Background: an optimization exercise with open tools, aiming at small area, a short achievable clock period and few clock cycles. Do not read the settings as production practice.
The RTL was checked by simulation tests, not by an equivalence proof against the original design.

==> design/flow/design.v <==
module CNN(
    input                       clk,
    input                       rst_n,
    input                       in_valid,
    input      signed [15:0]    in_data,
    input                       opt,
    output reg                  out_valid,
    output reg signed [15:0]    out_data
);
reg [15:0] ring [0:35];
reg [15:0] kr [0:8];
reg [6:0] cnt;           
reg       opt_r;
localparam LAST = 7'd68;    
integer n;
always @(posedge clk) begin
    ring[0] <= (cnt < 7'd36) ? in_data : ring[35];
    for (n = 1; n < 36; n = n + 1) ring[n] <= ring[n-1];
    if (cnt >= 7'd36 && cnt <= 7'd44) begin
        kr[0] <= in_data;
        for (n = 1; n < 9; n = n + 1) kr[n] <= kr[n-1];
    end
end
always @(posedge clk or negedge rst_n) begin
    if (!rst_n) begin
        cnt <= 7'd0;
        opt_r <= 1'b0;
    end else begin
        if (cnt == 7'd0) begin
            if (in_valid) begin
                cnt <= 7'd1;
                opt_r <= opt;
            end
        end else if (cnt == LAST)
            cnt <= 7'd0;
        else
            cnt <= cnt + 7'd1;
    end
end
wire [15:0] t0 = ring[8],  t1 = ring[7],  t2 = ring[6];
wire [15:0] t3 = ring[2],  t4 = ring[1],  t5 = ring[0];
wire [15:0] t6 = ring[32], t7 = ring[31], t8 = ring[30];
wire signed [15:0] t8s = t8;
wire signed [15:0] k8s = kr[0];
reg [15:0] a0_q, a1_q;
reg signed [31:0] p8_q;
always @(posedge clk) begin
    a0_q <= t0*kr[8] + t1*kr[7] + t2*kr[6] + t3*kr[5];
    a1_q <= t4*kr[4] + t5*kr[3] + t6*kr[2] + t7*kr[1];
    p8_q <= t8s * k8s;
end
wire [15:0] a = a0_q + a1_q;
wire signed [31:0] s = {{16{a[15]}}, a} + p8_q;
wire [15:0] f = (s < 0 && !opt_r) ? 16'd0 : s[15:0];
reg signed [15:0] f_q;
always @(posedge clk) f_q <= f;
wire [6:0] w = cnt - 7'd47;
wire [2:0] wr = w / 6;         
wire [2:0] wc = w % 6;         
wire       fv = (cnt >= 7'd47) && (cnt <= 7'd68) && (wc < 3'd4);
wire       g  = wc[1];         
reg signed [15:0] mx0, mx1;
wire signed [15:0] mx = g ? mx1 : mx0;
wire signed [15:0] mxn = (f_q > mx) ? f_q : mx;
wire first = !wr[0] && !wc[0];
wire last  =  wr[0] &&  wc[0];
always @(posedge clk) begin
    if (fv && !last) begin
        if (g) mx1 <= first ? f_q : mxn;
        else   mx0 <= first ? f_q : mxn;
    end
    out_data <= mxn;
end
always @(posedge clk or negedge rst_n) begin
    if (!rst_n) out_valid <= 1'b0;
    else out_valid <= fv && last;
end
endmodule
==> design/flow/run.sh <==
#!/bin/bash
# synth_recipe.tcl (not shown) runs the flow's synth.tcl, then flattens the netlist and writes it again
# the make line also repeats each setting of config.mk as NAME=value (left out here)
make -C /OpenROAD-flow-scripts/flow DESIGN_CONFIG=/design/flow/config.mk WORK_HOME=/design/flow/orfs CLKGATE_MAP_FILE= SYNTH_SCRIPT=/design/flow/synth_recipe.tcl finish
==> design/flow/config.mk <==
export PLATFORM = sky130hd
export DESIGN_NAME = CNN
export DESIGN_NICKNAME = CNN
export VERILOG_FILES = /design/flow/design.v
export SDC_FILE = /design/flow/constraint.sdc
export NUM_CORES = 4
export LEC_CHECK = 0
export CAP_MARGIN = 20
export CORE_MARGIN = 2
export CORE_UTILIZATION = 40
export PLACE_DENSITY = 0.6
export SLEW_MARGIN = 20
==> design/flow/constraint.sdc <==
create_clock -name core_clock -period 14.0 [get_ports {clk}]
set_input_delay 2.8000 -clock core_clock [delete_from_list [all_inputs] [get_ports {clk}]]
set_output_delay 2.8000 -clock core_clock [all_outputs]
set_load 0.01 [all_outputs]
==> results.py <==
metrics = {
    "floorplanning": {
        "die_w_um": 406,
        "coreArea_sq_mm": 0.160,
        "rows": 147,
        "dieArea_sq_mm": 0.164,
        "io_pins": 37,
        "die_y_um": 406,
        "start_util_pct": 40.2,
    },
    "critical_path": {
        "crit_top_cell": "fa_1",
        "path_max_fanout": 15,
        "path_cells": "nand2_1 > fa_1 > inv_1 > fa_1 > inv_1 > fa_1 > fa_1 > fa_1 > fa_1 > inv_1 > fa_1 > inv_1 > fa_1 > inv_1 > fa_1 > fa_1 > ha_1 > and3_1 > a21oi_1 > a31oi_1 > a21o_1 > a21oi_1 > xnor2_1",
        "critPathCaptureType": "flop",
        "arrival_ns": 8.91,
        "startpoint_type": "flop",
        "worst-path-buf-inv": 5,
        "critical_path.top_delay_family": "adder cells",
        "cp.required_ns": 14.67,
        "crit_slowest_cell": "edfxtp_1",
        "critical_path_class": "flop to flop",
        "max_stage_delay_ns": 0.92,
    },
    "logic_synthesis": {
        "synth.area.top_cells": "fa_1 (32%), dfxtp_1 (21%), ha_1 (9.8%), edfxtp_1 (8.2%), inv_1 (7.5%)",
        "async_flop_share_pct": 1.05,
        "synthesis.area_sq_mm": 0.0645,
        "yosys_register_bits": 857,
        "yosysTopAreaCell": "fa_1",
        "synth_warnings": 3,
        "synth_cell_type_count": 84,
        "ys_seq_area_share_pct": 29.4,
        "syn_nets": 7657,
        "yosys.area.top_type_share_pct": 32.4,
        "synth_edf_count": 176,
        "syn_inst": 6087,
        "syn_area_per_cell_sq_um": 10.6,
        "synth_flop_cell": "dfxtp_1",
    },
    "finish": {
        "layout_commonest_cell": "inv_1",
        "final_nets": 7642,
        "area_delta_synth_final_pct": 9.27,
        "final_util_pct": 43.9,
        "diodes": 0,
        "stdcell_count": 8313,
        "final_cell_mix": "inv_1 (1,284), fa_1 (1,044), nand2_1 (932)",
        "drive_gt1_share_pct": 4.10,
    },
    "clock_tree": {
        "cts.sinks": 857,
        "holdBufCountCts": 0,
        "cts_setup_buffers": 0,
        "cts_root_buffer": "clkbuf_16",
        "ctsResizeCount": 0,
        "cts_tree": "built",
        "clk_pin_slew_ns": 0.06,
        "clockBufferDepth": 3,
        "cts_buffers": 93,
        "htree_levels": 3,
        "worstSkewPairLatency_ns": 0.75,
    },
    "placed_design": {
        "gp_congestion": 0.917,
        "pre_cts_ws_ns": 5.79,
        "post-dp-hpwl_um": 132000,
        "dp_cells": 8137,
        "port_buffers": 36,
    },
    "timing": {
        "tightestPinTransition_ns": 1.43,
        "drv_slew": 0,
        "final-setup-viol-count": 0,
        "hold_viol_final": 0,
        "fin_crit_ns": 8.24,
        "tns_ns": 0,
        "post-route-period-util_pct": 58.8,
        "skew_ns": 0.0756,
        "slew_headroom_pct": 4.78,
        "setup_slack_ns": 5.76,
        "clock.fmax_mhz": 121,
        "rsz0062_at_grt": "no",
    },
    "route": {
        "drt-initial-drc-count": 2728,
        "drc": 0,
        "wl_per_cell_um": 20.2,
        "antenna_left": 0,
        "vias": 40341,
        "totalWireLength_um": 168000,
        "vias_per_cell": 4.85,
        "dr.pass1.iters": 6,
    },
    "run": {
        "max_cap_viol_count": 0,
    },
    "global_route": {
        "gr-total-overflow": 0,
        "grt_pass1_wl_um": 263000,
        "grt_use_total_pct": 21.2,
        "grt_pass1_vias": 44054,
        "antenna_found_initial": 8,
        "grt_start_max_net_pins": 142,
    },
    "worst_hold_path": {
        "min_path_type": "flop to flop",
    },
    "status": {
        "outcome": "finished clean",
    },
}
==> path summary, 6_finish.rpt <==
check | from | to | slack, ns | cells past startpoint
worst max-delay path | kr[6][2]$_DFFE_PP_ | a0_q[15]$_DFF_P_ | 5.76 | 23
worst min-delay path | ring[3][10]$_DFF_P_ | ring[4][10]$_DFF_P_ | 0.30 | 0
worst max register to register | kr[6][2]$_DFFE_PP_ | a0_q[15]$_DFF_P_ | 5.76 | 23
worst min register to register | ring[3][10]$_DFF_P_ | ring[4][10]$_DFF_P_ | 0.30 | 0
max in group asynchronous | rst_n | cnt[0]$_DFFE_PN0P_ | 11.21 | 1
min in group asynchronous | rst_n | out_valid$_DFF_PN0_ | 2.42 | 1
==> final cells by class <==
type | count | area (sq um)
Inverter | 1286 | 4830
Tap cell | 2160 | 2700
Sequential cell | 857 | 19000
Fill cell | 15311 | 89900
Clock buffer | 119 | 2560
Timing Repair Buffer | 74 | 658
Multi-Input combinational cell | 3760 | 40000
Clock inverter | 57 | 779
==> stage by stage <==
stage	hold WS, ns	instance area (sq um)
4_1_cts	0.294	70500
6_report	0.296	70500
3_5_place_dp	0.312	67100
2_1_floorplan	0.310	64500
3_3_place_gp	0.310	67100
5_1_grt	0.301	70500
==> registers in the layout, summed over array words and instances, names as in the netlist <==
register	cells
a1_q	16
out_valid	1
cnt	7
opt_r	1
out_data	16
kr	144
mx1	16
f_q	16
a0_q	16
p8_q	32
ring	576
mx0	16
==> cell families (layout without fill, tap and decap cells) <==
group                    Yosys count  after routing  synth area share (%)
AND/OR/NAND/NOR                 1566           1566                  11.4
adder cells (fa/ha/maj)         1550           1550                  42.2
buffers and inverters           1470           1536                  8.66
flip-flops                       857            857                  29.4
XOR/XNOR                         341            341                  4.70
AO/OA/AOI/OAI                    250            250                  2.73
multiplexers                      53             53                 0.865
==> worst register-to-register path, cell delays in order (launching register included) <==
cell and delay, ns:
edfxtp_1 0.92, nand2_1 0.18, fa_1 0.51, inv_1 0.05, fa_1 0.54, inv_1 0.06, fa_1 0.60, fa_1 0.46
fa_1 0.49, fa_1 0.50, inv_1 0.07, fa_1 0.56, inv_1 0.07, fa_1 0.53, inv_1 0.06, fa_1 0.55
fa_1 0.51, ha_1 0.38, and3_1 0.17, a21oi_1 0.18, a31oi_1 0.17, a21o_1 0.20, a21oi_1 0.30, xnor2_1 0.16
==> routing by layer <==
| layer | vias to the layer above | part of all wire, % | GRT usage, % |
|---|---|---|---|
| met1 | 20653 | 44 | 29.0 |
| met2 | 1238 | 47 | 34.5 |
| met5 | - | 0 | 0 |
| li1 | 18158 | - | - |
| met3 | 292 | 6.1 | 2.91 |
| met4 | 0 | 3.3 | 7.27 |
==> synth_stat cells (all sizes together) (11+ instances only) <==
master / n
inv: 1286
or3: 12
nor3: 24
mux2: 19
nand4: 15
clkbuf: 172
xnor2: 272
ha: 506
a222oi: 16
a211oi: 15
and2: 460
a21oi: 67
nor2: 50
o21a: 14
fa: 1044
nand2b: 18
buf: 12
o21ai: 38
and3: 11
dfxtp: 672
mux2i: 34
nand2: 932
edfxtp: 176
a21o: 32
xor2: 69
nand3: 14
Testbench counts, summed over its fixed seeds: cycles 13,248.

## afterwards: timing with drivers on the ports
The flow's constraints put no driver on any port. The routed layout listed below was extracted and timed again, unchanged, in two steps.
Step 1: set_driving_cell puts a clkbuf_16 on clk and a buf_2 on each other input, an assumption about the parent block.
Step 2 moves the port delays by t, midway between the first and last clock arrival at a register: inputs arrive t later, outputs are due t later. That takes back most of the time a late clock gives input paths.
Slacks: ideal ports / drivers / drivers and shift; pairs: ideal ports / drivers.
t (ns): 0.785
slack for setup (ns): 5.763 / 5.763 / 5.763
slew at the worst register clock pin (ns): 0.07 / 0.07
worst slew at a driven data input, ns: 0.05
pins driven straight from the clock port: 1
After both steps this run still meets setup and hold. For this run, drivers alone change the setup slack by 0.000 ns; drivers and shift together by 0.000 ns.
